Source: an optimization exercise on an open RTL-to-GDS flow (aim: small area and a short achievable clock period). Production flows keep margins and buffers that such runs may drop.
RTL that was checked went through simulation tests only; none was proved equivalent to the original.
No functional check of the RTL was part of runs 4 to 8.
No activity file was given, so power comes from the tool's default toggle rates.

## design/flow/flow/run.sh

```bash
#!/bin/bash
# The standard layout (standard.sh), with these changes:
# - clock tree: small clock buffers, no dummy clock loads
# - port buffers: a plain buffer cell, which the repair steps can resize
# Everything make prints goes to flow.log; ORFS keeps each step's own log under orfs/logs.
here=$PWD
bash standard.sh \
  "CTS_ARGS=-sink_clustering_enable -repair_clock_nets -dont_use_dummy_load -sink_clustering_size 18 -sink_clustering_max_diameter 60 -buf_list {sky130_fd_sc_hd__clkbuf_4 sky130_fd_sc_hd__clkbuf_8}" \
  "BUFFER_PORTS_ARGS=-buffer_cell sky130_fd_sc_hd__buf_4" \
  "SLEW_MARGIN=0" \
  "CAP_MARGIN=0" \
  finish > flow.log 2>&1
```

## design/flow/standard.sh

```bash
#!/bin/bash
# synth_recipe.tcl (not shown) runs the flow's synth.tcl, then flattens the netlist and writes it again
# the make line also repeats each setting of config.mk as NAME=value (left out here)
make -C /OpenROAD-flow-scripts/flow DESIGN_CONFIG=/design/flow/config.mk WORK_HOME=/design/flow/orfs CLKGATE_MAP_FILE= SYNTH_SCRIPT=/design/flow/synth_recipe.tcl "${@:-finish}"
```

## design/flow/config.mk

```make
export PLATFORM = sky130hd
export DESIGN_NAME = mcu_single_cycle
export DESIGN_NICKNAME = mcu_single_cycle
export VERILOG_FILES = /design/flow/design.v
export SDC_FILE = /design/flow/constraint.sdc
export NUM_CORES = 4
export LEC_CHECK = 0
export CAP_MARGIN = 20
export CORE_MARGIN = 2
export CORE_UTILIZATION = 65
export PLACE_DENSITY = 0.75
export SETUP_SLACK_MARGIN = 5
export SLEW_MARGIN = 20
```

## design/flow/constraint.sdc

```tcl
create_clock -name core_clock -period 16.0 [get_ports {clk}]
set_input_delay 3.2000 -clock core_clock [delete_from_list [all_inputs] [get_ports {clk}]]
set_output_delay 3.2000 -clock core_clock [all_outputs]
set_load 0.01 [all_outputs]
```

## design/flow/design.v

```verilog
`timescale 1ns / 1ps
module mcu_single_cycle(clk, nClear, instr_in, pc_out, write_back_data);
	input clk, nClear;
	input [15:0] instr_in;
	output [15:0] pc_out;
	output [15:0] write_back_data;
	wire [3:0] op = instr_in[15:12];
	wire [3:0] fa = instr_in[11:8];
	wire [3:0] fb = instr_in[7:4];
	wire [3:0] fc = instr_in[3:0];
	wire [15:0] imm = {{12{fc[3]}}, fc};
	wire is_and  = (op == 4'h0);
	wire is_or   = (op == 4'h1);
	wire is_add  = (op == 4'h2);
	wire is_addi = (op == 4'h3);
	wire is_sub  = (op == 4'h6);
	wire is_slt  = (op == 4'h7);
	wire is_lw   = (op == 4'h8);
	wire is_sw   = (op == 4'hA);
	wire is_bne  = (op == 4'hE);
	wire is_jmp  = (op == 4'hF);
	wire reg_write = is_and | is_or | is_add | is_addi | is_sub | is_slt | is_lw;
	wire [3:0] dst = (is_addi | is_lw) ? fb : fc;
	reg [15:0] rf [0:15];
	reg [15:0] valid;
	wire [15:0] sel_a = valid & (16'd1 << fa);
	wire [15:0] sel_b = valid & (16'd1 << fb);
	reg [15:0] ra, rb;
	integer i;
	always @(*) begin
		ra = 16'd0;
		rb = 16'd0;
		for (i = 0; i < 16; i = i + 1) begin
			ra = ra | ({16{sel_a[i]}} & rf[i]);
			rb = rb | ({16{sel_b[i]}} & rf[i]);
		end
	end
	reg [15:0] dm [0:15];
	reg [15:0] sel_m;
	reg [3:0] t;
	integer j;
	always @(*)
		for (j = 0; j < 16; j = j + 1) begin
			t = j[3:0] - fc;
			sel_m[j] = (ra[3:0] == t);
		end
	reg [15:0] mdata;
	always @(*) begin
		mdata = 16'd0;
		for (j = 0; j < 16; j = j + 1)
			mdata = mdata | ({16{sel_m[j]}} & dm[j]);
	end
	wire sub = is_sub | is_slt;
	wire [15:0] opb = is_addi ? imm : (sub ? ~rb : rb);
	wire [15:0] sum = ra + opb + {15'd0, sub};
	wire [15:0] wb = ({16{is_lw}} & mdata)
	               | ({16{is_and}} & (ra & rb))
	               | ({16{is_or}} & (ra | rb))
	               | ({16{is_slt}} & {15'd0, sum[15]})
	               | ({16{is_add | is_addi | is_sub}} & sum);
	assign write_back_data = wb;
	reg [15:0] pc;
	assign pc_out = pc;
	wire taken = is_bne & (ra != rb);
	wire [4:0] k = taken ? ({fc[3], fc} + 5'd1) : 5'd1;
	wire [5:0] lo = {1'b0, pc[4:0]} + {1'b0, k};
	wire [10:0] hi_inc = pc[15:5] + 11'd1;
	wire [10:0] hi_dec = pc[15:5] - 11'd1;
	wire [10:0] hi = (lo[5] & ~k[4]) ? hi_inc : ((~lo[5] & k[4]) ? hi_dec : pc[15:5]);
	wire [15:0] pc_add = {hi, lo[4:0]};
	wire [15:0] pc_next = is_jmp ? {pc_add[15:12], instr_in[11:0]} : pc_add;
	always @(posedge clk or negedge nClear)
		if (!nClear) pc <= 16'd0;
		else pc <= pc_next;
	always @(posedge clk or negedge nClear)
		if (!nClear) valid <= 16'd0;
		else if (reg_write) valid[dst] <= 1'b1;
	always @(posedge clk)
		if (reg_write) rf[dst] <= wb;
	integer w;
	always @(posedge clk)
		for (w = 0; w < 16; w = w + 1)
			if (is_sw & sel_m[w]) dm[w] <= rb;
endmodule
```

==> results.cfg, run 1 <==
[detailed_routing]
wirelength_microns = 78000
drt_iter0_drc = 2696
vias = 17700
postRouteAntennaNets = 0
drc_errors = 0
routedWlPerCell_microns = 32.1
firstDrtPassIters = 8
viasPerCell = 7.27

[final_layout]
insertedDiodeCount = 0
drive_gt1_share_pct = 15.8
areaGrowthSynthToFinish_pct = 9.13
seqCellArea_sq_mm = 0.0162
multi_input_area_sq_mm = 0.00836
n_fill_cell = 2475
final_cells = 2433
nNetsFinal = 2020

[run]
maxCapViolations = 0

[critical_path]
cp_slowest_cell = nor2_4
start_kind = primary input
cp.arrival_ps = 7670
endpoint_kind = output pin
r2r-start = valid[5]
rr_worst_depth = 31
cpMostUsedCell = buf_4
path_cells = buf_4 -> nand2b_2 -> nor2_1 -> buf_4 -> a2111oi_0 -> nand4_1 -> inv_2 -> xnor3_1 -> nand3b_1 -> nor2_4 -> a22oi_1 -> nand4_1 -> a21o_1 -> buf_4
cpPeakStageDelay_ps = 540
worstSetupPathType = in -> out
required_ps = 12800
regToRegEndpoint = pc[15]
rrSetupSlack_ps = 8220
crit_fanout = 17

[power_and_ir_drop]
p_total_mw = 3.26
intPower_mw = 2.23
leakage_nw = 9.70
power.share.combinational_pct = 27.2
seq_power_share_pct = 53.2
switching_power_mw = 1.03
peakVddDrop_mv = 0.101
power.share.switching_pct = 31.5
cellPowerDensity_mw_per_mm2 = 120
p_clk_share_pct = 19.6

[grt]
grt_usage_pct = 39.5
grtUsageMet3_pct = 9.66
met1_usage_pct = 51.0
grt_pass1_wl_microns = 112000
globalRouteMet2Util_pct = 62.8
grt_pass1_vias = 17100
busiest_layer = met2
antenna_found_initial = 0
grt_overflow = 0
grt_max_degree = 33

[synthesis]
synth_area_per_cell_sq_um = 13.6
synth_edf_count = 512
syn_area_sq_mm = 0.0249
yosysWarnings = 2
yosysSeqAreaShare_pct = 64.8
synthFlopType = edfxtp_1
synth_nets = 1924
async_flop_share_pct = 5.88
ys_types = 77
ys_seq_elements = 544
syn_inst = 1828

[timing]
rsz0062_at_grt = yes
whs_ps = 488
period_share_pct = 67.9
fmax_mhz = 92.0
setup_violations = 0
fin_skew_ps = 84.8
slew_viol_final = 0
layout_setup_ws_ps = 5130
setup_tns_ps = 0
hold_violations = 0
fin_crit_ps = 10870
tightest_slew_ps = 1050
maxSlewHeadroom_pct = 30.1

[floorplan]
die-area_sq_mm = 0.0400
die_w_microns = 200
ios = 50
rows = 71
start_util_pct = 66.1
die_h_microns = 200
core-area_sq_mm = 0.0378

[cts]
postCtsHoldBufs = 0
cts_root_buffer = clkbuf_8
cts_sinks = 544
cts_max_level = 2
path_clk_slew_ps = 90
clock_latency_ps = 670
cts_buffers = 40
cts_buffer_depth = 3
cts_tree = yes

[worst_hold_path]
hold_path_startpoint = pc[15]
hold_path_end = pc[15]
hp-class = reg -> reg
whs_path_depth = 1

[placement]
place_ws_ps = 4360
port_buffers = 49
gp_congestion = 0.998
dpl.cell_count = 2358
dp_hpwl_microns = 48200

[run_status]
status = timing/DRC/antenna clean
==> power by group through the flow <==
stage	combinational (mW)	sequential, mW	clock (mW)
CTS	0.840	1.73	0.641
global route	0.947	1.74	0.688
floorplan	0.518	1.75	0
finish	0.886	1.73	0.639
detailed placement	0.815	1.76	0
global placement	0.796	1.76	0
==> through the flow <==
step / util (%) / area [sq um]
2_1_floorplan: - / 25000
3_3_place_gp: 69.2 / 26100
3_5_place_dp: 69.2 / 26100
4_1_cts: 71.2 / 26900
5_1_grt: 72.1 / 27200
6_report: 72.1 / 27200
==> area by class of cell <==
class | count | area share [%]
inverter | 75 | 1.03
tap | 511 | 2.35
multi-input combinational | 1113 | 30.7
timing repair buffer | 150 | 4.48
sequential | 544 | 59.4
clock buffer | 40 | 2.02
==> cell usage after synthesis, types with 6 or more instances <==
library cell / count / share of area, %
xor2_1: 14 / 0.49
nor2b_1: 16 / 0.40
xnor2_1: 47 / 1.6
a2111oi_2: 7 / 0.42
clkbuf_1: 64 / 0.96
nor4_1: 6 / 0.15
nand3_1: 60 / 1.2
nand2_1: 101 / 1.5
nor2_1: 89 / 1.3
o21ai_1: 14 / 0.28
nand4_1: 24 / 0.60
o21ai_0: 34 / 0.68
o21bai_1: 11 / 0.33
and3_1: 29 / 0.73
a221oi_1: 43 / 1.5
nor2_2: 8 / 0.20
nor3_1: 54 / 1.1
edfxtp_1: 512 / 62
nand2b_1: 12 / 0.30
a222oi_1: 7 / 0.28
or4_1: 11 / 0.33
a2111oi_0: 7 / 0.25
o211ai_1: 10 / 0.30
mux2_2: 8 / 0.36
inv_1: 74 / 1.1
buf_2: 15 / 0.30
dfrtp_1: 32 / 3.2
a22o_1: 45 / 1.6
ha_1: 74 / 3.7
buf_6: 10 / 0.45
a21o_1: 14 / 0.42
a22oi_1: 248 / 7.5
a21oi_1: 41 / 0.82
==> sequential cells by signal (all words and copies together), names as in the netlist <==
signal  cells
dm        256
rf        256
pc         16
valid      16
==> worst max-delay path: cells and delay by family <==
| kind | cells | cell delay [ps] |
|---|---|---|
| simple gates | 6 | 2070 |
| xor+xnor | 1 | 270 |
| buf+inv | 4 | 950 |
| compound gates | 3 | 1130 |
==> worst max-delay path by stage <==
stage                       from                  end  slack, ps  cells past startpoint
floorplan            instr_in[6]  write_back_data[14]       5050                     25
global placement     instr_in[4]  write_back_data[12]       4430                     23
detailed placement   instr_in[4]  write_back_data[12]       4360                     23
CTS                 instr_in[10]   write_back_data[4]       5000                     13
global route        instr_in[10]   write_back_data[0]       4950                     19
finish              instr_in[11]   write_back_data[4]       5130                     14
==> layer usage <==
layer | share of wire [%] | vias to the layer above | wire length (microns)
li1 | - | 7361 | -
met1 | 35 | 8596 | 27700
met2 | 46 | 1405 | 36200
met3 | 12 | 327 | 9490
met4 | 6.0 | 0 | 4690
met5 | 0 | - | 0
==> what timing repair did <==
item                                    CTS  global route
pin swaps                                11            21
gates resized for setup                  27            40
endpoints found under the setup margin   12            15
setup buffers                            16            19
hold endpoints to repair                  0             0
==> cell usage in the layout (no fill, tap or decap), drive strengths merged, types with 4 or more instances in the layout <==
| cell | instances |
|---|---|
| a222oi | 7 |
| mux2i | 4 |
| buf | 150 |
| dfrtp | 32 |
| nor2 | 98 |
| o211ai | 10 |
| nand2b | 13 |
| inv | 75 |
| or4 | 11 |
| a22o | 45 |
| mux2 | 9 |
| o21ai | 48 |
| fa | 4 |
| nor4 | 8 |
| nand3 | 60 |
| xnor2 | 50 |
| a2111oi | 15 |
| a221oi | 46 |
| nor2b | 17 |
| nand4 | 26 |
| xor2 | 14 |
| a21oi | 41 |
| edfxtp | 512 |
| a21o | 14 |
| ha | 74 |
| nor3 | 54 |
| nor4b | 4 |
| nand2 | 101 |
| and4 | 5 |
| and3 | 30 |
| o21bai | 11 |
| a22oi | 248 |
| a21boi | 4 |
| nand3b | 5 |
| clkbuf | 40 |
==> cell families (layout without fill, tap and decap cells) <==
group | after synthesis | after routing | synth area share [%]
adders and majority gates | 78 | 78 | 4.03
xor gates and xnor gates | 67 | 67 | 2.74
AOI/OAI and AO/OA | 510 | 510 | 15.3
DFF | 544 | 544 | 64.8
buffers and inverters | 171 | 265 | 3.01
muxes | 13 | 13 | 0.567
and+or+nand+nor | 445 | 445 | 9.47
==> inputs of run 2 (changes only) <==
--- a/design/flow/flow/run.sh
+++ b/design/flow/flow/run.sh
@@ -7,6 +7,4 @@
 bash standard.sh \
   "CTS_ARGS=-sink_clustering_enable -repair_clock_nets -dont_use_dummy_load -sink_clustering_size 18 -sink_clustering_max_diameter 60 -buf_list {sky130_fd_sc_hd__clkbuf_4 sky130_fd_sc_hd__clkbuf_8}" \
   "BUFFER_PORTS_ARGS=-buffer_cell sky130_fd_sc_hd__buf_4" \
-  "SLEW_MARGIN=0" \
-  "CAP_MARGIN=0" \
   finish > flow.log 2>&1
--- a/design/flow/config.mk
+++ b/design/flow/config.mk
@@ -11,3 +11,4 @@
 export PLACE_DENSITY = 0.75
 export SETUP_SLACK_MARGIN = 5
 export SLEW_MARGIN = 20
+export TNS_END_PERCENT = 0
==> run 2 against run 1 <==
Against the previous run: synthesized cell count unchanged; clock power about the same; sequential share of layout area increased by 0.33 points; maximum frequency decreased by 0.65%; still clean on timing, DRC and antenna; first-iteration DRC count increased by 3.1%; cell count decreased by 0.25%; register-to-register slack improved by 30 ps; via count increased by 0.72%; die area unchanged; setup slack got worse by 71 ps.
==> results.cfg, run 2 <==
[cts]
clock_latency_ps = 660
cts_root_buffer = clkbuf_8
cts_buffers = 40
cts_sinks = 544
path_clk_slew_ps = 110
cts_max_level = 2
cts_buffer_depth = 3
cts_tree = yes

[synthesis]
syn_inst = 1828
synth_nets = 1924
yosysWarnings = 2
synth_area_per_cell_sq_um = 13.6
yosysTopAreaCellShare_pct = 61.6
async_flop_share_pct = 5.88
ys_seq_elements = 544
synthTopCellsByArea = edfxtp_1, a22oi_1, ha_1
netlist_top_cells_count = edfxtp_1, a22oi_1, nand2_1
synth_edf_count = 512
ys_types = 77
yosys.area.top_type = edfxtp_1
yosysMostFrequentCell = edfxtp_1
syn_area_sq_mm = 0.0249
yosysSeqAreaShare_pct = 64.8
synthFlopType = edfxtp_1

[timing]
rsz0062_at_grt = yes
fmax_mhz = 91.4
slew_viol_final = 0
setup_violations = 0
fin_skew_ps = 72.0
period_share_pct = 68.4
hold_violations = 0
fin_crit_ps = 10940
setup_tns_ps = 0
maxSlewHeadroom_pct = 29.6
tightest_slew_ps = 1060

[worst_hold_path]
whs_path_depth = 1
hp-class = reg -> reg
hold_path_end = pc[15]
hold_path_startpoint = pc[15]

[power_and_ir_drop]
power.share.switching_pct = 31.6
seq_power_share_pct = 53.1
switching_power_mw = 1.03
p_clk_share_pct = 19.7
cellPowerDensity_mw_per_mm2 = 121
leakage_nw = 9.65
power.share.combinational_pct = 27.3
peakVddDrop_mv = 0.0923
p_total_mw = 3.27
intPower_mw = 2.23

[critical_path]
start_kind = primary input
required_ps = 12800
crit_fanout = 16
endpoint_kind = output pin
worstSetupPathType = in -> out
rr_worst_depth = 31
path_cells = buf_4 -> nor2b_1 -> and3_2 -> a22o_1 -> a221oi_1 -> nand3_1 -> nor2_1 -> xnor2_1 -> o21ai_0 -> ha_1 -> a21boi_2 -> nor4_2 -> buf_4 -> o311ai_4 -> a21o_1 -> a21oi_2 -> o21ai_2 -> a31oi_2 -> xnor2_1 -> o311ai_2 -> buf_6 -> buf_4
r2r-start = valid[5]
cp_slowest_cell = nor2_1
cpMostUsedCell = buf_4
cpPeakStageDelay_ps = 450
regToRegEndpoint = pc[15]
rrSetupSlack_ps = 8250
cp.arrival_ps = 7740

[detailed_routing]
drc_errors = 0
firstDrtPassIters = 9
wirelength_microns = 77800
postRouteAntennaNets = 0
routedWlPerCell_microns = 32.0
drt_iter0_drc = 2779
vias = 17800
viasPerCell = 7.34

[final_layout]
n_fill_cell = 2478
final_design_area_no_fill_sq_mm = 0.0271
nNetsFinal = 2014
insertedDiodeCount = 0
layout_common_cells = edfxtp_1, a22oi_1, buf_4, nand2_1
final_common_cell = edfxtp_1
areaGrowthSynthToFinish_pct = 8.54
top_regs = dm (256), rf (256)
drive_gt1_share_pct = 15.1

[grt]
antenna_found_initial = 0
grt_usage_pct = 39.4
grt_pass1_wl_microns = 112000
grt_overflow = 0
grt_max_degree = 33
grt_pass1_vias = 17000

[placement]
port_buffers = 49
gp_congestion = 1.00
post_dp_cell_area_sq_mm = 0.0261
dp_hpwl_microns = 48400

[floorplan]
start_util_pct = 66.1
die_w_microns = 200
die_h_microns = 200
core-area_sq_mm = 0.0378
die-area_sq_mm = 0.0400
rows = 71
ios = 50

[run_status]
status = timing/DRC/antenna clean

[run]
maxCapViolations = 0
run 2: cell counts after synthesis:
No cell type changed its count.
run 2: cells by family (layout without fill, tap and decap cells):
group	after synthesis	count (layout)	synth area share [%]
compound gates	510	510	15.3
xor+xnor	67	67	2.74
fa+ha+maj	78	78	4.03
buf+inv	171	259	3.01
flops	544	544	64.8
mux	13	13	0.567
simple gates	445	445	9.47
run 2: worst max path at each step:
stage,end,slack [ps],depth (start not counted),from
final,write_back_data[0],5060,22,instr_in[6]
after global routing,write_back_data[14],4880,26,instr_in[7]
after CTS,write_back_data[14],4970,26,instr_in[7]
after detailed placement,write_back_data[15],3710,22,instr_in[6]
after global placement,write_back_data[15],3890,23,instr_in[6]
after floorplan,write_back_data[14],5000,25,instr_in[6]
run 2: worst max-delay path: cells and delay by family:
family | cells | cell delay (ps)
compound gates | 10 | 1930
xor+xnor | 2 | 300
fa+ha+maj | 1 | 350
buf+inv | 4 | 640
simple gates | 5 | 1300
run 2: through the flow:
step	cells	worst slack, ps	utilization [%]	hold slack, ps
after global placement	2359	3890	69.2	460
after detailed placement	2359	3710	69.2	461
final	2427	5060	71.7	488
after global routing	2427	4880	71.7	520
after CTS	2417	4970	71.2	488
after floorplan	1828	5000	-	433
run 2: power groups by stage:
stage / logic [mW] / clock network (mW) / registers (mW)
2_1_floorplan: 0.518 / 0 / 1.75
3_3_place_gp: 0.796 / 0 / 1.76
3_5_place_dp: 0.820 / 0 / 1.76
4_1_cts: 0.849 / 0.645 / 1.73
5_1_grt: 0.951 / 0.694 / 1.74
6_report: 0.891 / 0.642 / 1.73
run 2: layout make-up:
type | count | area (sq um) | share of cell area, %
Sequential cell | 544 | 16200 | 59.7
Multi-Input combinational cell | 1113 | 8310 | 30.7
Timing Repair Buffer | 144 | 1120 | 4.15
Tap cell | 511 | 639 | 2.36
Clock buffer | 40 | 551 | 2.03
Inverter | 75 | 282 | 1.04
run 2: layer usage:
metal | global-route usage (%) | part of all wire (%) | up-vias
met1 | 53.2 | 36 | 8644
met5 | 0 | 0 | -
met4 | 20.0 | 6.2 | 0
li1 | - | - | 7356
met3 | 8.33 | 12 | 354
met2 | 61.3 | 45 | 1463
run 2: what timing repair did:
| action | in CTS | in global routing |
|---|---|---|
| pin swaps | 12 | 18 |
| setup buffers | 18 | 10 |
| setup endpoints to repair | 16 | 16 |
| resized for setup | 27 | 22 |
| endpoints found under the hold margin | 0 | 0 |
| hold buffers | 0 | 0 |
==> inputs of run 3 (changes only) <==
--- a/design/flow/flow/run.sh
+++ b/design/flow/flow/run.sh
@@ -5,6 +5,7 @@
 # Everything make prints goes to flow.log; ORFS keeps each step's own log under orfs/logs.
 here=$PWD
 bash standard.sh \
+  "SETUP_SLACK_MARGIN=5.2" \
   "CTS_ARGS=-sink_clustering_enable -repair_clock_nets -dont_use_dummy_load -sink_clustering_size 18 -sink_clustering_max_diameter 60 -buf_list {sky130_fd_sc_hd__clkbuf_4 sky130_fd_sc_hd__clkbuf_8}" \
   "BUFFER_PORTS_ARGS=-buffer_cell sky130_fd_sc_hd__buf_4" \
   finish > flow.log 2>&1
--- a/design/flow/config.mk
+++ b/design/flow/config.mk
@@ -11,4 +11,3 @@
 export PLACE_DENSITY = 0.75
 export SETUP_SLACK_MARGIN = 5
 export SLEW_MARGIN = 20
-export TNS_END_PERCENT = 0
==> run 3 against run 2 <==
Against the previous run: critical path depth rose by 3; maximum frequency barely moved; global-route usage rose by 0.063 points; cell area up 1.6%; die area stayed put; highest routed layer is now met5; sequential cell count stayed put; largest cell class unchanged; register-to-register slack got worse by 20 ps; clock power is essentially flat; setup slack better by 2.1 ps; first-iteration DRC count is 2.3% lower.
==> results.cfg, run 3 <==
[timing]
maxSlewHeadroom_pct = 25.1
period_share_pct = 68.4
fin_skew_ps = 61.9
fmax_mhz = 91.4
slew_viol_final = 0
rsz0062_at_grt = yes
setup_tns_ps = 0
tightest_slew_ps = 1120
fin_crit_ps = 10940
whs_ps = 490
hold_violations = 0
setup_violations = 0

[synthesis]
yosysTopAreaCellShare_pct = 61.6
yosys.area.top_type = edfxtp_1
netlist_top_cells_count = edfxtp_1, a22oi_1, nand2_1
async_flop_share_pct = 5.88
synthAdderAreaFrac_pct = 4.03
yosysWarnings = 2
synth_nets = 1924
synth_edf_count = 512
synth_top_family_by_area = compound AO/OA/AOI/OAI gates
ys_seq_elements = 544
syn_inst = 1828
yosysSeqAreaShare_pct = 64.8
synth_xor_area_share_pct = 2.74
synthFlopType = edfxtp_1
synth-simple-area-share_pct = 9.47
syn_area_sq_mm = 0.0249
synth.area.mux_share_pct = 0.567
synth_area_per_cell_sq_um = 13.6
synth_compound_area_share_pct = 15.3
synthTopCellsByArea = edfxtp_1, a22oi_1, ha_1
yosysMostFrequentCell = edfxtp_1
ys_types = 77

[cts]
cts_root_buffer = clkbuf_8
cts_buffer_depth = 3
cts_tree = yes
cts_buffers = 40
cts_sinks = 544
path_clk_slew_ps = 110
postCtsHoldBufs = 0
cts_max_level = 2
clock_latency_ps = 660

[critical_path]
rr_worst_depth = 29
worstSetupPathType = in -> out
cp.arrival_ps = 7740
r2r-start = valid[5]
endpoint_kind = output pin
cp_slowest_cell = nor2_2
required_ps = 12800
crit_fanout = 16
crit_cells = 25
start_kind = primary input
rrSetupSlack_ps = 8230
cpPeakStageDelay_ps = 350
cpMostUsedCell = buf_4
cp_top_family = compound AO/OA/AOI/OAI gates
regToRegEndpoint = pc[15]
cp_num_buf_inv = 8

[final_layout]
nNetsFinal = 2052
n_fill_cell = 2448
drive_gt1_share_pct = 17.8
final_cells = 2466
final_common_cell = edfxtp_1
layout_common_cells = edfxtp_1, a22oi_1, buf_4, nand2_1
areaGrowthSynthToFinish_pct = 10.3
top_regs = dm (256), rf (256)

[run_status]
status = timing/DRC/antenna clean

[placement]
port_buffers = 49
gp_congestion = 1.02
dp_hpwl_microns = 47600
dpl.cell_count = 2356

[grt]
met1_usage_pct = 51.7
grtUsageMet3_pct = 8.77
grt_max_degree = 33
grt_pass1_vias = 17000
grt_pass1_wl_microns = 112000
antenna_found_initial = 1
grt_usage_pct = 39.5
grt_overflow = 0
busiest_layer = met2
globalRouteMet2Util_pct = 62.6

[detailed_routing]
routedWlPerCell_microns = 31.8
firstDrtPassIters = 8
wirelength_microns = 78300
postRouteAntennaNets = 0
drt_iter0_drc = 2714
drc_errors = 0
vias = 18000
viasPerCell = 7.28

[power_and_ir_drop]
leakage_nw = 9.87
cellPowerDensity_mw_per_mm2 = 120
peakVddDrop_mv = 0.0809

[run]
maxCapViolations = 0

[floorplan]
die_h_microns = 200
core-area_sq_mm = 0.0378
die_w_microns = 200
die-area_sq_mm = 0.0400
ios = 50
start_util_pct = 66.1
rows = 71

[worst_hold_path]
hp-class = reg -> reg
whs_path_depth = 1
hold_path_startpoint = pc[15]
hold_path_end = pc[15]
## run 3: cell counts after synthesis
No cell type changed its count.
## run 3: cell families (layout without fill, tap and decap cells)
logic type	count (synthesis)	count (layout)
DFF	544	544
AOI/OAI and AO/OA	510	510
and+or+nand+nor	445	445
buffers and inverters	171	297
adders and majority gates	78	78
xor gates and xnor gates	67	67
muxes	13	13
other	0	1
## run 3: area by class of cell
class                      instances  area [sq um]  area share [%]
sequential                       544         16200            58.8
multi-input combinational       1113          8410            30.6
timing repair buffer             182          1460            5.31
tap                              511           639            2.32
clock buffer                      40           551            2.00
inverter                          75           282            1.02
antenna                            1          2.50         0.00909
## run 3: repair_timing
item                                    4_1_cts  5_1_grt
pin swaps                                    21       31
endpoints found under the hold margin         0        0
endpoints found under the setup margin       16       16
resized for setup                            49       39
buffers inserted                             42       27
## run 3: power by group
part	switching (mW)	internal, mW
Combinational	0.571	0.347
Clock	0.414	0.225
Sequential	0.0558	1.68
Total	1.04	2.25
## run 3: per-layer routing
| layer | vias up | routed length [microns] |
|---|---|---|
| met2 | 1513 | 35900 |
| met4 | 2 | 4650 |
| met3 | 352 | 9930 |
| li1 | 7429 | - |
| met1 | 8664 | 27900 |
| met5 | - | 10 |
## run 3: how the worst max path moves through the flow
stage | from | end | slack [ps]
after floorplan | instr_in[6] | write_back_data[14] | 5230
after global placement | instr_in[7] | write_back_data[12] | 4510
after detailed placement | instr_in[7] | write_back_data[12] | 4370
after CTS | instr_in[4] | write_back_data[0] | 5180
after global routing | instr_in[7] | write_back_data[14] | 4940
final | instr_in[7] | write_back_data[8] | 5060
## run 3: per-stage QoR
stage | area [sq um] | utilization (%) | setup slack [ps] | power (mW)
2_1_floorplan | 25000 | - | 5230 | 2.27
3_3_place_gp | 26100 | 69.2 | 4510 | 2.56
3_5_place_dp | 26100 | 69.2 | 4370 | 2.58
4_1_cts | 27200 | 72.0 | 5180 | 3.24
5_1_grt | 27500 | 72.9 | 4940 | 3.41
6_report | 27500 | 72.9 | 5060 | 3.29
==> inputs of run 4 (changes only) <==
--- a/design/flow/design.v
+++ b/design/flow/design.v
@@ -39,9 +39,12 @@
 	reg [15:0] sel_m;
 	reg [3:0] t;
 	integer j;
+	integer v;
 	always @(*)
 		for (j = 0; j < 16; j = j + 1) begin
-			t = j[3:0] - fc;
+			t = 4'd0;
+			for (v = 0; v < 16; v = v + 1)
+				if (fc == v) t = j - v;
 			sel_m[j] = (ra[3:0] == t);
 		end
 	reg [15:0] mdata;
@@ -64,9 +67,19 @@
 	wire taken = is_bne & (ra != rb);
 	wire [4:0] k = taken ? ({fc[3], fc} + 5'd1) : 5'd1;
 	wire [5:0] lo = {1'b0, pc[4:0]} + {1'b0, k};
-	wire [10:0] hi_inc = pc[15:5] + 11'd1;
-	wire [10:0] hi_dec = pc[15:5] - 11'd1;
-	wire [10:0] hi = (lo[5] & ~k[4]) ? hi_inc : ((~lo[5] & k[4]) ? hi_dec : pc[15:5]);
+	wire up = lo[5] & ~k[4];
+	wire down = ~lo[5] & k[4];
+	reg [10:0] ones, zeros;
+	integer h;
+	always @(*) begin
+		ones[0] = 1'b1;
+		zeros[0] = 1'b1;
+		for (h = 1; h < 11; h = h + 1) begin
+			ones[h] = ones[h-1] & pc[4+h];
+			zeros[h] = zeros[h-1] & ~pc[4+h];
+		end
+	end
+	wire [10:0] hi = pc[15:5] ^ (({11{up}} & ones) | ({11{down}} & zeros));
 	wire [15:0] pc_add = {hi, lo[4:0]};
 	wire [15:0] pc_next = is_jmp ? {pc_add[15:12], instr_in[11:0]} : pc_add;
 	always @(posedge clk or negedge nClear)
--- a/design/flow/flow/run.sh
+++ b/design/flow/flow/run.sh
@@ -5,7 +5,6 @@
 # Everything make prints goes to flow.log; ORFS keeps each step's own log under orfs/logs.
 here=$PWD
 bash standard.sh \
-  "SETUP_SLACK_MARGIN=5.2" \
   "CTS_ARGS=-sink_clustering_enable -repair_clock_nets -dont_use_dummy_load -sink_clustering_size 18 -sink_clustering_max_diameter 60 -buf_list {sky130_fd_sc_hd__clkbuf_4 sky130_fd_sc_hd__clkbuf_8}" \
   "BUFFER_PORTS_ARGS=-buffer_cell sky130_fd_sc_hd__buf_4" \
   finish > flow.log 2>&1
==> run 4 against run 3 <==
Against the previous run: utilization fell by 0.69 points; routed wire length rose by 0.85%; maximum frequency is 0.28% higher; worst hold slack worse by 22 ps; critical path type unchanged; critical endpoint is now write_back_data[12]; largest power group unchanged.
==> results.cfg, run 4 <==
[timing]
layout_setup_ws_ps = 5090
setup_violations = 0
tightest_slew_ps = 956
rsz0062_at_grt = yes
fin_crit_ps = 10910
period_share_pct = 68.2
hold_violations = 0
fmax_mhz = 91.7
slew_viol_final = 0
fin_skew_ps = 89.0
setup_tns_ps = 0
maxSlewHeadroom_pct = 36.1

[synthesis]
synth_edf_count = 512
netlist_top_cells_count = edfxtp_1, a22oi_1, nand2_1
synth_area_per_cell_sq_um = 13.3
syn_inst = 1912
synthTopCellsByArea = edfxtp_1, a22oi_1, dfrtp_1
yosysSeqAreaShare_pct = 63.5
yosysWarnings = 2
syn_area_sq_mm = 0.0255
synth_nets = 1992
ys_seq_elements = 544
synthFlopType = edfxtp_1
async_flop_share_pct = 5.88
yosysTopAreaCellShare_pct = 60.3
yosys.area.top_type = edfxtp_1
ys_types = 86
yosysMostFrequentCell = edfxtp_1

[cts]
cts_root_buffer = clkbuf_8
clock_latency_ps = 660
cts_sinks = 544
cts_tree = yes
path_clk_slew_ps = 50
cts_buffer_depth = 3
cts_buffers = 41
cts_max_level = 2

[final_layout]
layout_common_cells = edfxtp_1, a22oi_1, buf_4, nand2_1, nor2_1
final_cells = 2529
nNetsFinal = 2092
top_regs = dm (256), rf (256)
areaGrowthSynthToFinish_pct = 9.53
drive_gt1_share_pct = 18.1
final_common_cell = edfxtp_1

[critical_path]
cp.arrival_ps = 7710
required_ps = 12800
crit_fanout = 16
worstSetupPathType = in -> out
endpoint_kind = output pin
start_kind = primary input

[detailed_routing]
drt_iter0_drc = 2564
viasPerCell = 7.27
firstDrtPassIters = 8
wirelength_microns = 79000
postRouteAntennaNets = 0
routedWlPerCell_microns = 31.2
drc_errors = 0
vias = 18400

[grt]
grt_pass1_vias = 17900
antenna_found_initial = 0
grt_max_degree = 59
grt_usage_pct = 38.5
grt_overflow = 0
grt_pass1_wl_microns = 114000

[placement]
gp_congestion = 1.01
dpl.cell_count = 2448
port_buffers = 49
place_ws_ps = 3690
dp_hpwl_microns = 49800

[floorplan]
die_w_microns = 202
rows = 72
core-area_sq_mm = 0.0386
start_util_pct = 65.9
die_h_microns = 202
ios = 50
die-area_sq_mm = 0.0408

[power_and_ir_drop]
peakVddDrop_mv = 0.112
cellPowerDensity_mw_per_mm2 = 122
p_total_mw = 3.39
leakage_nw = 9.91

[worst_hold_path]
hp-class = reg -> reg

[run_status]
status = timing/DRC/antenna clean

[run]
maxCapViolations = 0
==> run 4: metrics by stage <==
stage                     util [%]  hold WS (ps)  cell area, sq um
after floorplan                  -           434             25500
after global placement        69.0           470             26700
after detailed placement      69.0           465             26700
after CTS                     71.1           473             27500
after global routing          72.2           481             27900
final                         72.2           469             27900
==> run 4: cell type report <==
type	instances	area (sq um)
Inverter	59	229
Fill cell	2519	10700
Tap cell	518	648
Clock buffer	41	564
Antenna cell	1	2.50
Sequential cell	544	16200
Multi-Input combinational cell	1199	8970
Timing Repair Buffer	167	1320
==> run 4: path summary, 6_finish.rpt <==
kind,startpoint,endpoint,slack [ps],depth (start not counted)
worst max-delay path,instr_in[6],write_back_data[12],5090,24
worst min-delay path,pc[15],pc[15],470,1
worst max register to register,valid[10],pc[15],8800,24
worst min register to register,pc[15],pc[15],470,1
max in group asynchronous,nClear,pc[15],13120,1
min in group asynchronous,nClear,valid[7],2490,1
==> run 4: what timing repair did <==
item | 4_1_cts | 5_1_grt
pin swaps | 11 | 32
cloned | 0 | 0
gates resized for setup | 56 | 51
setup endpoints to repair | 13 | 9
hold buffers | 0 | 0
buffers inserted | 9 | 30
==> run 4: layer usage <==
metal / track usage (%) / part of all wire, % / wire, microns / vias to the layer above
li1: - / - / - / 7672
met4: 18.7 / 5.7 / 4520 / 0
met5: 0 / 0 / 0 / -
met1: 50.4 / 35 / 28000 / 8897
met3: 7.85 / 12 / 9410 / 341
met2: 62.2 / 47 / 37000 / 1466
==> run 4: cell families after synthesis <==
| group | after synthesis | synth area share [%] |
|---|---|---|
| AND/OR/NAND/NOR | 526 | 11.0 |
| buffers and inverters | 169 | 3.08 |
| multiplexers | 11 | 0.452 |
| flip-flops | 544 | 63.5 |
| AO/OA/AOI/OAI | 531 | 16.1 |
| XOR/XNOR | 69 | 2.80 |
| adder cells (fa/ha/maj) | 62 | 3.13 |
==> run 4: worst max-delay path, stage by stage <==
cell      delay [ps]
buf_4            140
nor2b_2          180
and3_4           190
buf_12           160
a22oi_1          160
nand2_1          110
nor4_4           340
xor2_1           260
o21ai_2          110
fa_2             400
inv_2             70
fa_2             210
nor2b_2           50
o21ai_2          160
a21boi_2         100
o211a_1          240
o21a_1           220
o21ai_2          180
a21oi_2          110
xor2_2           200
a221oi_2         280
o211ai_1         260
buf_4            230
buf_4            140
==> run 4: report_power, final <==
part / internal [mW] / leakage [nW] / switching [mW]
clock network: 0.230 / 0.295 / 0.421
registers: 1.69 / 5.07 / 0.0862
logic: 0.352 / 4.54 / 0.608
total: 2.28 / 9.91 / 1.12
==> inputs of run 5 (changes only) <==
--- a/design/flow/design.v
+++ b/design/flow/design.v
@@ -39,14 +39,21 @@
 	reg [15:0] sel_m;
 	reg [3:0] t;
 	integer j;
-	integer v;
-	always @(*)
-		for (j = 0; j < 16; j = j + 1) begin
-			t = 4'd0;
-			for (v = 0; v < 16; v = v + 1)
-				if (fc == v) t = j - v;
-			sel_m[j] = (ra[3:0] == t);
+	reg [3:0] m_lo;
+	reg [3:0] m_hi0, m_hi1;
+	reg [1:0] d;
+	always @(*) begin
+		for (j = 0; j < 4; j = j + 1) begin
+			d = j[1:0] - fc[1:0];
+			m_lo[j] = (ra[1:0] == d);
+			d = j[1:0] - fc[3:2];
+			m_hi0[j] = (ra[3:2] == d);
+			d = j[1:0] - fc[3:2] - 2'd1;
+			m_hi1[j] = (ra[3:2] == d);
 		end
+		for (j = 0; j < 16; j = j + 1)
+			sel_m[j] = m_lo[j % 4] & ((j % 4 < fc[1:0]) ? m_hi1[j / 4] : m_hi0[j / 4]);
+	end
 	reg [15:0] mdata;
 	always @(*) begin
 		mdata = 16'd0;
==> run 5 against run 4 <==
Against the previous run: utilization about the same; sequential power about the same; via count down 1.6%; clock power up 1%; setup slack worse by 38 ps; maximum frequency down 0.34%; clock skew down 21 ps; sequential cell count unchanged; critical path type unchanged; largest cell class unchanged; largest power group unchanged; highest routed layer is now met5.
==> results.cfg, run 5 <==
[power_and_ir_drop]
leakage_nw = 9.61
peakVddDrop_mv = 0.119
switching_power_mw = 1.05
power.share.switching_pct = 32.0
p_clk_share_pct = 20.1
p_total_mw = 3.27
cellPowerDensity_mw_per_mm2 = 120
seq_power_share_pct = 53.5
intPower_mw = 2.23
power.share.combinational_pct = 26.4

[critical_path]
cp_slowest_cell = and3_2
endpoint_kind = output pin
cp_top_family = compound AO/OA/AOI/OAI gates
worstSetupPathType = in -> out
required_ps = 12800
cpMostUsedCell = buf_4
cp_num_buf_inv = 3
cpPeakStageDelay_ps = 490
cp.arrival_ps = 7750
start_kind = primary input
path_cells = buf_4 -> nor2_1 -> and3_2 -> buf_4 -> a22oi_1 -> nand3_1 -> nor2_4 -> xnor2_1 -> o21ai_0 -> ha_1 -> or2_2 -> a21oi_1 -> a31oi_2 -> a31o_2 -> nor3_2 -> o21ai_1 -> a21o_1 -> a21oi_2 -> xnor2_2 -> nor4_1 -> a2111o_2 -> buf_4
crit_fanout = 9

[synthesis]
synth-simple-area-share_pct = 10.0
synthFlopType = edfxtp_1
synth_top_family_by_area = compound AO/OA/AOI/OAI gates
yosysSeqAreaShare_pct = 65.0
ys_types = 86
netlist_top_cells_count = edfxtp_1, a22oi_1, nand2_1
syn_area_sq_mm = 0.0249
ys_seq_elements = 544
async_flop_share_pct = 5.88
syn_inst = 1818
synth_area_per_cell_sq_um = 13.7
synth_xor_area_share_pct = 2.61
synth_edf_count = 512
synthAdderAreaFrac_pct = 3.26
synth.area.mux_share_pct = 1.59
synthTopCellsByArea = edfxtp_1, a22oi_1, dfrtp_1
synth_compound_area_share_pct = 14.9
yosys.area.top_type = edfxtp_1
yosysMostFrequentCell = edfxtp_1
yosysTopAreaCellShare_pct = 61.8
synth_nets = 1899
yosysWarnings = 2

[floorplan]
start_util_pct = 66.0
die_w_microns = 200
core-area_sq_mm = 0.0377
die-area_sq_mm = 0.0398
die_h_microns = 200
ios = 50
rows = 71

[grt]
grt_pass1_vias = 17000
grt_pass1_wl_microns = 114000
grt_usage_pct = 40.8
grt_overflow = 0
antenna_found_initial = 1
grt_max_degree = 46

[detailed_routing]
viasPerCell = 7.49
firstDrtPassIters = 9
routedWlPerCell_microns = 33.2
drt_iter0_drc = 3343
wirelength_microns = 80100
postRouteAntennaNets = 0
drc_errors = 0
vias = 18100

[cts]
cts_sinks = 544
cts_root_buffer = clkbuf_8
cts_tree = yes
path_clk_slew_ps = 80
postCtsHoldBufs = 0
cts_max_level = 2
cts_buffer_depth = 3
cts_buffers = 42
clock_latency_ps = 670

[final_layout]
areaGrowthSynthToFinish_pct = 9.37
insertedDiodeCount = 0
layout_common_cells = edfxtp_1, a22oi_1, buf_4, nand2_1, nor2_1
final_common_cell = edfxtp_1
top_regs = dm (256), rf (256)
nNetsFinal = 1988
drive_gt1_share_pct = 16.9
final_design_area_no_fill_sq_mm = 0.0272

[placement]
gp_congestion = 0.976
place_ws_ps = 4270
dp_hpwl_microns = 49600
port_buffers = 49
post_dp_cell_area_sq_mm = 0.0261

[run]
maxCapViolations = 0

[timing]
layout_setup_ws_ps = 5050
whs_ps = 470
fin_crit_ps = 10950
slew_viol_final = 0
tightest_slew_ps = 1080
setup_tns_ps = 0
rsz0062_at_grt = yes
fin_skew_ps = 67.6
maxSlewHeadroom_pct = 28.3
period_share_pct = 68.4
hold_violations = 0
fmax_mhz = 91.4
setup_violations = 0

[worst_hold_path]
hp-class = reg -> reg

[run_status]
status = timing/DRC/antenna clean
==> run 5: changes by cell type after synthesis, moves of 11 or more <==
| cell | delta |
|---|---|
| a22oi_1 | -97 |
| nand2_1 | -30 |
| a221oi_1 | +26 |
| a22o_1 | +20 |
| mux2i_1 | +19 |
| a222oi_1 | +12 |
| nor2_1 | -11 |
==> run 5: worst reg2reg max path, stage by stage (launching register included) <==
cell      delay (ps)
dfrtp_1          640
and3_4           410
buf_4            300
a22oi_1          130
nand3_1          140
nor2_4            80
buf_4            140
inv_1            550
ha_1             350
nor4_1           430
nand4_1          320
nand4_1          310
nor2_1           110
ha_1             290
a21o_1           150
a21oi_1          230
o21bai_1          90
a21o_1           200
inv_1             60
ha_1             150
nor3b_1          270
nand2b_1         160
or3_1            370
or3_1            380
o41ai_1          340
xor2_1           190
==> run 5: power by group through the flow <==
stage | clock [mW] | combinational (mW) | sequential [mW]
after floorplan | 0 | 0.470 | 1.76
after global placement | 0 | 0.756 | 1.78
after detailed placement | 0 | 0.777 | 1.78
after CTS | 0.659 | 0.804 | 1.75
after global routing | 0.704 | 0.911 | 1.76
final | 0.658 | 0.865 | 1.75
==> run 5: routing by layer <==
layer	up-vias	wire, microns	global-route usage (%)
met5	-	14	0
li1	7372	-	-
met3	263	13400	13.2
met1	8780	29200	58.4
met4	2	3760	18.4
met2	1667	33800	57.1
==> run 5: final cells by class <==
class | instances | area [sq um]
sequential | 544 | 16200
tap | 511 | 639
inverter | 49 | 184
clock buffer | 42 | 578
fill | 2555 | 10500
timing repair buffer | 147 | 1140
multi-input combinational | 1123 | 8490
==> run 5: what timing repair did <==
action / 4_1_cts / 5_1_grt
endpoints found under the setup margin: 15 / 15
resized for setup: 41 / 35
buffers inserted: 9 / 18
cloned: 0 / 0
pin swaps: 10 / 17
hold endpoints to repair: 0 / 0
==> run 5: cells by family after synthesis <==
family / Yosys count
flip-flops: 544
AND/OR/NAND/NOR: 482
AO/OA/AOI/OAI: 476
buffers and inverters: 151
XOR/XNOR: 64
adder cells (fa/ha/maj): 63
multiplexers: 38
==> run 5: metrics by stage <==
step / util (%) / instances
floorplan: - / 1818
global placement: 69.3 / 2347
detailed placement: 69.3 / 2347
CTS: 71.4 / 2398
global route: 72.2 / 2416
finish: 72.2 / 2416
==> run 5: path summary, 6_finish.rpt <==
path                        startpoint                  to  slack (ps)  cells past startpoint
setup reg to reg              valid[1]              pc[15]        9140                     25
hold / removal                  pc[15]              pc[15]         470                      1
max in group asynchronous       nClear               pc[2]       13180                      1
min in group asynchronous       nClear           valid[10]        2480                      1
setup / recovery           instr_in[4]  write_back_data[0]        5050                     22
hold reg to reg                 pc[15]              pc[15]         470                      1
==> inputs of run 6 (changes only) <==
--- a/design/flow/flow/run.sh
+++ b/design/flow/flow/run.sh
@@ -5,6 +5,7 @@
 # Everything make prints goes to flow.log; ORFS keeps each step's own log under orfs/logs.
 here=$PWD
 bash standard.sh \
+  "SETUP_SLACK_MARGIN=5.5" \
   "CTS_ARGS=-sink_clustering_enable -repair_clock_nets -dont_use_dummy_load -sink_clustering_size 18 -sink_clustering_max_diameter 60 -buf_list {sky130_fd_sc_hd__clkbuf_4 sky130_fd_sc_hd__clkbuf_8}" \
   "BUFFER_PORTS_ARGS=-buffer_cell sky130_fd_sc_hd__buf_4" \
   finish > flow.log 2>&1
==> run 6 against run 5 <==
Against the previous run: cell count increased by 3.6%; still clean on timing, DRC and antenna; setup slack improved by 170 ps; critical path type unchanged; area after synthesis unchanged; sequential cell count unchanged; critical endpoint unchanged; sequential share of layout area decreased by 3.0 points; combinational power increased by 15%.
==> results.cfg, run 6 <==
[floorplan]
die-area_sq_mm = 0.0398
die_h_microns = 200
die_w_microns = 200
ios = 50
core-area_sq_mm = 0.0377
rows = 71
start_util_pct = 66.0

[synthesis]
yosysMostFrequentCell = edfxtp_1
yosys.area.top_type = edfxtp_1
yosysSeqAreaShare_pct = 65.0
syn_area_sq_mm = 0.0249
netlist_top_cells_count = edfxtp_1, a22oi_1, nand2_1
synth_edf_count = 512
syn_inst = 1818
ys_types = 86
yosysWarnings = 2
ys_seq_elements = 544
synthFlopType = edfxtp_1
synth_area_per_cell_sq_um = 13.7
async_flop_share_pct = 5.88
synthTopCellsByArea = edfxtp_1, a22oi_1, dfrtp_1
synth_nets = 1899
yosysTopAreaCellShare_pct = 61.8

[timing]
hold_violations = 0
period_share_pct = 67.4
slew_viol_final = 0
rsz0062_at_grt = yes
fmax_mhz = 92.8
maxSlewHeadroom_pct = 20.7
setup_violations = 0
fin_crit_ps = 10780
tightest_slew_ps = 1190
setup_tns_ps = 0
fin_skew_ps = 48.2

[cts]
path_clk_slew_ps = 70
cts_max_level = 2
cts_buffer_depth = 3
cts_root_buffer = clkbuf_8
clock_latency_ps = 650
cts_tree = yes
cts_sinks = 544
cts_buffers = 38

[detailed_routing]
drt_iter0_drc = 3594
drc_errors = 0
postRouteAntennaNets = 0
vias = 18700
routedWlPerCell_microns = 33.0
viasPerCell = 7.47
firstDrtPassIters = 10
wirelength_microns = 82600

[critical_path]
required_ps = 12800
cp_top_family = compound AO/OA/AOI/OAI gates
cpPeakStageDelay_ps = 600
cp_num_buf_inv = 5
cp_slowest_cell = a2111oi_1
start_kind = primary input
endpoint_kind = output pin
cp.arrival_ps = 7580
path_cells = buf_4 -> or3b_4 -> nor3b_2 -> buf_6 -> a2111oi_1 -> nand4_2 -> inv_1 -> fa_2 -> buf_4 -> nor2b_4 -> o2111ai_4 -> a31oi_4 -> a31o_4 -> nor3_4 -> o21ai_2 -> a21o_1 -> a21oi_2 -> xnor2_2 -> nor4_2 -> a2111o_2 -> buf_6
worstSetupPathType = in -> out
crit_fanout = 14

[run_status]
status = timing/DRC/antenna clean

[power_and_ir_drop]
peakVddDrop_mv = 0.103
cellPowerDensity_mw_per_mm2 = 118
leakage_nw = 10.2

[grt]
grt_max_degree = 46
grt_usage_pct = 40.7
grt_pass1_vias = 17500
grt_pass1_wl_microns = 114000
grt_overflow = 0
antenna_found_initial = 0

[final_layout]
nNetsFinal = 2076
insertedDiodeCount = 0
final_common_cell = edfxtp_1
areaGrowthSynthToFinish_pct = 15.2
drive_gt1_share_pct = 23.5
final_design_area_no_fill_sq_mm = 0.0286
final_cells = 2504
layout_common_cells = edfxtp_1, buf_4, a22oi_1, nand2_1, nor2_1
top_regs = dm (256), rf (256)

[placement]
dpl.cell_count = 2351
port_buffers = 49
post_dp_cell_area_sq_mm = 0.0261
dp_hpwl_microns = 49800
gp_congestion = 0.985

[worst_hold_path]
hp-class = reg -> reg

[run]
maxCapViolations = 0
==> run 6: cell counts after synthesis <==
No cell type changed its count.
==> run 6: power breakdown <==
group | switching (mW) | internal [mW]
clock | 0.406 | 0.214
combinational | 0.600 | 0.393
sequential | 0.0713 | 1.68
total | 1.08 | 2.29
==> run 6: final cells by class <==
type                            instances  area [sq um]
Multi-Input combinational cell       1124          8980
Fill cell                            2307          9020
Sequential cell                       544         16200
Clock buffer                           38           523
Timing Repair Buffer                  238          2140
Tap cell                              511           639
Inverter                               49           186
==> run 6: per-stage QoR <==
| step | worst slack [ps] | util, % | hold slack, ps | power, mW |
|---|---|---|---|---|
| after global routing | 5120 | 76.1 | 519 | 3.46 |
| final | 5220 | 76.1 | 472 | 3.37 |
| after floorplan | 5530 | - | 442 | 2.23 |
| after detailed placement | 4280 | 69.3 | 459 | 2.55 |
| after global placement | 4330 | 69.3 | 456 | 2.53 |
| after CTS | 5460 | 73.1 | 473 | 3.22 |
==> run 6: final timing paths <==
kind,startpoint,end,slack (ps),cells after the start
worst max register to register,valid[0],pc[15],8960,26
worst min register to register,pc[15],pc[15],470,1
min in group asynchronous,nClear,valid[15],2480,1
max in group asynchronous,nClear,valid[14],13190,1
worst max-delay path,instr_in[9],write_back_data[0],5220,21
worst min-delay path,pc[15],pc[15],470,1
==> run 6: cell families (layout without fill, tap and decap cells) <==
kind of cell / Yosys count / after routing / share of synthesized area [%]
XOR/XNOR: 64 / 64 / 2.61
flip-flops: 544 / 544 / 65.0
buffers and inverters: 151 / 325 / 2.63
multiplexers: 38 / 38 / 1.59
adder cells (fa/ha/maj): 63 / 63 / 3.26
AND/OR/NAND/NOR: 482 / 483 / 10.0
AO/OA/AOI/OAI: 476 / 476 / 14.9
==> run 6: metal layers <==
layer,track usage (%),share of wire [%],vias up
met2,58.7,43,1841
met4,17.7,5.1,0
met3,12.3,16,327
met1,57.6,36,9008
met5,0,0,-
li1,-,-,7539
==> run 6: what timing repair did <==
item	CTS	global route
pin swaps	47	61
buffers inserted	48	64
resized for setup	119	104
hold buffers	0	0
setup endpoints to repair	16	16
cloned	0	3
==> inputs of run 7 (changes only) <==
--- a/design/flow/flow/run.sh
+++ b/design/flow/flow/run.sh
@@ -5,7 +5,7 @@
 # Everything make prints goes to flow.log; ORFS keeps each step's own log under orfs/logs.
 here=$PWD
 bash standard.sh \
-  "SETUP_SLACK_MARGIN=5.5" \
+  "SETUP_SLACK_MARGIN=4.5" \
   "CTS_ARGS=-sink_clustering_enable -repair_clock_nets -dont_use_dummy_load -sink_clustering_size 18 -sink_clustering_max_diameter 60 -buf_list {sky130_fd_sc_hd__clkbuf_4 sky130_fd_sc_hd__clkbuf_8}" \
   "BUFFER_PORTS_ARGS=-buffer_cell sky130_fd_sc_hd__buf_4" \
   finish > flow.log 2>&1
==> run 7 against run 6 <==
Against the previous run: non-clock buffer count down 112; setup slack worse by 740 ps; combinational power down 17%; sequential share of layout area up 3.9 points; sequential power about the same; worst hold slack worse by 1.6 ps; total power down 4.2%; maximum frequency down 6.4%; register-to-register slack better by 150 ps; cell count down 4.4%; critical path depth down 1; sequential cell count unchanged; largest power group unchanged.
==> results.cfg, run 7 <==
[run_status]
status = timing/DRC/antenna clean

[grt]
antenna_found_initial = 0
grt_pass1_wl_microns = 114000
grt_usage_pct = 40.6
grt_pass1_vias = 16900
grt_max_degree = 46
grt_overflow = 0

[run]
maxCapViolations = 0

[power_and_ir_drop]
seq_power_share_pct = 54.2
switching_power_mw = 1.03
p_total_mw = 3.23
intPower_mw = 2.20
p_clk_share_pct = 20.4
power.share.combinational_pct = 25.4
power.share.switching_pct = 31.8
leakage_nw = 9.44
cellPowerDensity_mw_per_mm2 = 120
peakVddDrop_mv = 0.118

[critical_path]
cp_slowest_cell = a2111o_2
cp_top_family = compound AO/OA/AOI/OAI gates
cp.arrival_ps = 8320
endpoint_kind = output pin
cpMostUsedCell = buf_4
path_cells = buf_4 -> or3b_1 -> nor3b_2 -> buf_4 -> a2111oi_1 -> nand4_2 -> inv_1 -> fa_1 -> nor2b_1 -> o2111ai_1 -> a31oi_1 -> a31o_2 -> nor3_1 -> o21ai_0 -> a21o_1 -> a21oi_1 -> xnor2_1 -> nor4_1 -> a2111o_2 -> buf_4
rr_worst_depth = 25
regToRegEndpoint = pc[15]
crit_start = instr_in[10]
crit_fanout = 17
r2r-start = valid[2]
start_kind = primary input
required_ps = 12800
worstSetupPathType = in -> out
cp_num_buf_inv = 4
cpPeakStageDelay_ps = 610
rrSetupSlack_ps = 9110

[floorplan]
die_w_microns = 200
ios = 50
rows = 71
core-area_sq_mm = 0.0377
start_util_pct = 66.0
die-area_sq_mm = 0.0398
die_h_microns = 200

[cts]
cts_tree = yes
cts_buffer_depth = 3
path_clk_slew_ps = 80
cts_sinks = 544
clock_latency_ps = 670
cts_max_level = 2
cts_root_buffer = clkbuf_8
cts_buffers = 42

[timing]
slew_viol_final = 0
setup_violations = 0
fin_crit_ps = 11520
hold_violations = 0
period_share_pct = 72.0
fin_skew_ps = 68.2
tightest_slew_ps = 1130
setup_tns_ps = 0
fmax_mhz = 86.8
rsz0062_at_grt = yes
maxSlewHeadroom_pct = 25.0

[final_layout]
insertedDiodeCount = 0
seqCellArea_sq_mm = 0.0162
top_regs = dm (256), rf (256)
multi_input_area_sq_mm = 0.00828
n_fill_cell = 2575
areaGrowthSynthToFinish_pct = 7.79
nNetsFinal = 1967
final_cells = 2395
drive_gt1_share_pct = 14.2
final_common_cell = edfxtp_1
layout_common_cells = edfxtp_1, a22oi_1, nand2_1, buf_4, nor2_1

[detailed_routing]
firstDrtPassIters = 8
drt_iter0_drc = 3160
wirelength_microns = 79600
vias = 17900
viasPerCell = 7.49
routedWlPerCell_microns = 33.2
drc_errors = 0
postRouteAntennaNets = 0

[synthesis]
syn_area_sq_mm = 0.0249
netlist_top_cells_count = edfxtp_1, a22oi_1, nand2_1
yosysSeqAreaShare_pct = 65.0
ys_seq_elements = 544
synthFlopType = edfxtp_1
synthTopCellsByArea = edfxtp_1, a22oi_1, dfrtp_1
ys_types = 86
synth_nets = 1899
synth_edf_count = 512
yosysWarnings = 2
synth_area_per_cell_sq_um = 13.7
syn_inst = 1818
yosys.area.top_type = edfxtp_1
yosysMostFrequentCell = edfxtp_1
yosysTopAreaCellShare_pct = 61.8
async_flop_share_pct = 5.88

[worst_hold_path]
hp-class = reg -> reg
hold_path_end = pc[15]
whs_path_depth = 1
hold_path_startpoint = pc[15]

[placement]
gp_congestion = 0.976
dpl.cell_count = 2347
dp_hpwl_microns = 49600
port_buffers = 49
[run 7: cell type report]
class / instances / area share, %
clock buffers: 42 / 2.16
inverters: 49 / 0.686
multi-input cells: 1123 / 30.9
flip-flops and latches: 544 / 60.3
well taps: 511 / 2.38
repair buffers: 126 / 3.56
[run 7: how the worst max path moves through the flow]
stage                               end  slack [ps]  depth (start not counted)
floorplan           write_back_data[14]        5450                         23
global placement     write_back_data[0]        4390                         22
detailed placement   write_back_data[0]        4270                         22
CTS                  write_back_data[0]        4500                         19
global route         write_back_data[0]        4250                         23
finish               write_back_data[0]        4480                         20
[run 7: power by group through the flow]
| stage | combinational [mW] | sequential [mW] | clock, mW |
|---|---|---|---|
| 3_5_place_dp | 0.777 | 1.78 | 0 |
| 3_3_place_gp | 0.756 | 1.78 | 0 |
| 4_1_cts | 0.782 | 1.75 | 0.659 |
| 6_report | 0.820 | 1.75 | 0.659 |
| 2_1_floorplan | 0.470 | 1.76 | 0 |
| 5_1_grt | 0.866 | 1.76 | 0.704 |
[run 7: stage by stage]
| stage | hold WS [ps] | utilization (%) | setup WS (ps) | area, sq um |
|---|---|---|---|---|
| floorplan | 442 | - | 5450 | 24900 |
| global placement | 457 | 69.3 | 4390 | 26100 |
| detailed placement | 459 | 69.3 | 4270 | 26100 |
| CTS | 473 | 70.9 | 4500 | 26700 |
| global route | 498 | 71.2 | 4250 | 26800 |
| finish | 470 | 71.2 | 4480 | 26800 |
[run 7: logic make-up (layout without fill, tap and decap cells)]
group / Yosys count / after routing / synth area share [%]
DFF: 544 / 544 / 65.0
and+or+nand+nor: 482 / 482 / 10.0
AOI/OAI and AO/OA: 476 / 476 / 14.9
buffers and inverters: 151 / 217 / 2.63
xor gates and xnor gates: 64 / 64 / 2.61
adders and majority gates: 63 / 63 / 3.26
muxes: 38 / 38 / 1.59
[run 7: worst register-to-register path: stages, from the launching register on]
cell and delay [ps]:
dfrtp_1 470, and3_1 180, buf_4 240, a22o_1 280, a221oi_1 210, nand3_1 140, nor2_2 320, inv_1 440
ha_1 450, nor4_1 500, nand4_1 330, nand4_1 310, nor2_1 110, ha_1 290, a21o_1 150, a21oi_1 230
o21bai_1 90, a21o_1 200, inv_1 60, ha_1 150, nor3b_1 260, nand2b_1 150, or3_1 370, or3_1 380
o41ai_1 340, xor2_1 190
[run 7: routing by layer]
| layer | up-vias | wire length [microns] | track usage [%] |
|---|---|---|---|
| met1 | 8662 | 29000 | 58.5 |
| met5 | - | 0 | 0 |
| met2 | 1680 | 33500 | 56.5 |
| li1 | 7328 | - | - |
| met3 | 264 | 13300 | 13.0 |
| met4 | 0 | 3870 | 18.5 |
[run 7: timing repair]
item / 4_1_cts / 5_1_grt
setup buffers: 1 / 5
pin swaps: 1 / 3
hold buffers: 0 / 0
endpoints found under the setup margin: 2 / 9
resized for setup: 6 / 18
==> inputs of run 8 (changes only) <==
--- a/design/flow/flow/run.sh
+++ b/design/flow/flow/run.sh
@@ -5,7 +5,8 @@
 # Everything make prints goes to flow.log; ORFS keeps each step's own log under orfs/logs.
 here=$PWD
 bash standard.sh \
-  "SETUP_SLACK_MARGIN=4.5" \
   "CTS_ARGS=-sink_clustering_enable -repair_clock_nets -dont_use_dummy_load -sink_clustering_size 18 -sink_clustering_max_diameter 60 -buf_list {sky130_fd_sc_hd__clkbuf_4 sky130_fd_sc_hd__clkbuf_8}" \
   "BUFFER_PORTS_ARGS=-buffer_cell sky130_fd_sc_hd__buf_4" \
+  "SLEW_MARGIN=0" \
+  "CAP_MARGIN=0" \
   finish > flow.log 2>&1
==> run 8 against run 7 <==
Against the previous run: worst hold slack better by 1.6 ps; total power rose by 1.2%; utilization grew 0.99 points; non-clock buffer count rose by 17; largest power group unchanged.
==> results.cfg, run 8 <==
[run_status]
status = timing/DRC/antenna clean

[floorplan]
rows = 71
start_util_pct = 66.0
die_w_microns = 200
ios = 50
die-area_sq_mm = 0.0398
core-area_sq_mm = 0.0377
die_h_microns = 200

[critical_path]
worstSetupPathType = in -> out
cpMostUsedCell = buf_4
endpoint_kind = output pin
required_ps = 12800
path_cells = buf_4 -> nor2b_1 -> and3_1 -> buf_4 -> a22o_1 -> a221oi_1 -> nand3_1 -> nor2_2 -> xnor2_1 -> o21ai_0 -> ha_1 -> and2_1 -> o21ai_1 -> a31oi_2 -> a31o_2 -> nor3_2 -> o21ai_1 -> a21o_1 -> a21oi_2 -> xnor2_2 -> nor4_1 -> a2111o_2 -> buf_4
cp_slowest_cell = a2111o_2
cp_top_family = compound AO/OA/AOI/OAI gates
crit_fanout = 16
start_kind = primary input
cp_num_buf_inv = 3
rr_worst_depth = 26
crit_cells = 23
cpPeakStageDelay_ps = 420
cp.arrival_ps = 7770

[detailed_routing]
routedWlPerCell_microns = 33.4
postRouteAntennaNets = 0
viasPerCell = 7.47
firstDrtPassIters = 8
drc_errors = 0
drt_iter0_drc = 2915
vias = 18000
wirelength_microns = 80600

[timing]
setup_tns_ps = 0
rsz0062_at_grt = yes
fin_crit_ps = 10970
tightest_slew_ps = 1400
fmax_mhz = 91.2
hold_violations = 0
period_share_pct = 68.5
fin_skew_ps = 97.4
maxSlewHeadroom_pct = 5.87
slew_viol_final = 0
setup_violations = 0

[cts]
cts_tree = yes
cts_buffer_depth = 3
clock_latency_ps = 680
cts_sinks = 544
path_clk_slew_ps = 90
cts_max_level = 2
postCtsHoldBufs = 0
cts_buffers = 42
cts_root_buffer = clkbuf_8

[synthesis]
synthFlopType = edfxtp_1
synth_edf_count = 512
yosysTopAreaCellShare_pct = 61.8
yosysSeqAreaShare_pct = 65.0
synthTopCellsByArea = edfxtp_1, a22oi_1, dfrtp_1
async_flop_share_pct = 5.88
yosysWarnings = 2
yosys.area.top_type = edfxtp_1
ys_seq_elements = 544
ys_types = 86
yosysMostFrequentCell = edfxtp_1
synth_area_per_cell_sq_um = 13.7
synth_nets = 1899
syn_inst = 1818
syn_area_sq_mm = 0.0249
netlist_top_cells_count = edfxtp_1, a22oi_1, nand2_1

[final_layout]
drive_gt1_share_pct = 16.6
final_cells = 2413
areaGrowthSynthToFinish_pct = 9.29
final_common_cell = edfxtp_1
layout_common_cells = edfxtp_1, a22oi_1, buf_4, nand2_1, nor2_1
top_regs = dm (256), rf (256)
final_design_area_no_fill_sq_mm = 0.0272
nNetsFinal = 1984

[grt]
grtUsageMet3_pct = 13.4
globalRouteMet2Util_pct = 57.7
antenna_found_initial = 1
met1_usage_pct = 58.0
grt_usage_pct = 40.6
grt_max_degree = 46
busiest_layer = met1
grt_pass1_wl_microns = 114000
grt_pass1_vias = 16900
grt_overflow = 0

[worst_hold_path]
whs_path_depth = 1
hp-class = reg -> reg

[placement]
dp_hpwl_microns = 49700
port_buffers = 49
dpl.cell_count = 2347
gp_congestion = 0.976
post_dp_cell_area_sq_mm = 0.0261

[run]
maxCapViolations = 0

[power_and_ir_drop]
cellPowerDensity_mw_per_mm2 = 120
peakVddDrop_mv = 0.103
leakage_nw = 9.60
run 8: changes by cell type in the layout (fill, tap and decap cells not counted), sizes merged:
| cell | change |
|---|---|
| buf | +17 |
| diode | +1 |
run 8: per-layer routing:
| metal | vias to the layer above | routed length [microns] | share of wire [%] |
|---|---|---|---|
| li1 | 7363 | - | - |
| met1 | 8869 | 30600 | 38 |
| met2 | 1529 | 34500 | 43 |
| met3 | 269 | 12000 | 15 |
| met4 | 0 | 3550 | 4.4 |
| met5 | - | 0 | 0 |
run 8: worst paths after layout:
check                            start                 end  slack [ps]
min in group asynchronous       nClear              pc[10]        2500
min                             pc[15]              pc[15]         470
max reg2reg                   valid[1]              pc[15]        9030
max                        instr_in[4]  write_back_data[0]        5030
max in group asynchronous       nClear               pc[1]       13180
min reg2reg                     pc[15]              pc[15]         470
run 8: power breakdown:
group / internal, mW / switching, mW / leakage (nW) / total [mW]
Sequential: 1.69 / 0.0667 / 5.08 / 1.75
Combinational: 0.305 / 0.555 / 4.23 / 0.860
Clock: 0.236 / 0.422 / 0.302 / 0.658
Total: 2.23 / 1.04 / 9.60 / 3.27
run 8: timing repair:
| item | 4_1_cts | 5_1_grt |
|---|---|---|
| resized for setup | 39 | 38 |
| endpoints found under the setup margin | 15 | 15 |
| buffers inserted | 11 | 12 |
| pin swaps | 11 | 16 |
run 8: kinds of logic (layout without fill, tap and decap cells):
group | count (synthesis) | in the layout | share of synthesized area [%]
compound gates | 476 | 476 | 14.9
xor+xnor | 64 | 64 | 2.61
fa+ha+maj | 63 | 63 | 3.26
buf+inv | 151 | 234 | 2.63
flops | 544 | 544 | 65.0
mux | 38 | 38 | 1.59
other cells | 0 | 1 | 0
simple gates | 482 | 482 | 10.0
run 8: metrics by stage:
step                hold WS (ps)  power [mW]  setup slack (ps)  util, %
finish                       472        3.27              5030     72.2
detailed placement           459        2.55              4280     69.3
global placement             457        2.53              4390     69.3
global route                 513        3.37              4860     72.2
floorplan                    442        2.23              5450        -
CTS                          475        3.20              4940     71.4
run 8: area by class of cell:
cell class	instances	area, sq um
fillers	2596	10500
flip-flops and latches	544	16200
multi-input cells	1123	8510
diodes	1	2.50
inverters	49	184
well taps	511	639
clock buffers	42	578
repair buffers	143	1100

==> static timing again, ports no longer ideal <==
Ports are ideal in the flow. The routed layouts listed here were re-timed in OpenROAD.
Step 1 sets driving cells, clkbuf_16 on the clock port and buf_2 on the other inputs (assumed; they add their load-dependent delay and slew).
Step 2, shift: input delay + t, output delay - t, t = (earliest + latest rising clock arrival at the registers) / 2. This alone moves slack from input paths to output paths.
a / b / c = ideal ports / drivers / drivers and shift; a / b = the first two.
run | t, ns | setup slack, ns | worst slew at a driven data input, ns | pins driven straight from the clock port
run 1 | 0.682 | 5.132 / 5.108 / 5.108 | 0.04 | 1
run 2 | 0.677 | 5.060 / 5.035 / 5.035 | 0.04 | 1
run 3 | 0.677 | 5.063 / 5.035 / 5.035 | 0.06 | 1
run 4 | 0.669 | 5.093 / 5.070 / 5.070 | 0.07 | 1
run 5 | 0.686 | 5.055 / 5.025 / 5.025 | 0.06 | 1
run 6 | 0.675 | 5.221 / 5.197 / 5.197 | 0.06 | 1
run 7 | 0.693 | 4.480 / 4.448 / 4.448 | 0.05 | 1
run 8 | 0.682 | 5.034 / 5.005 / 5.005 | 0.06 | 1
After both steps every run listed still meets setup and hold. The setup slack of run 7, which loses most, moves by -0.032 ns with the drivers and by -0.032 ns with both steps.
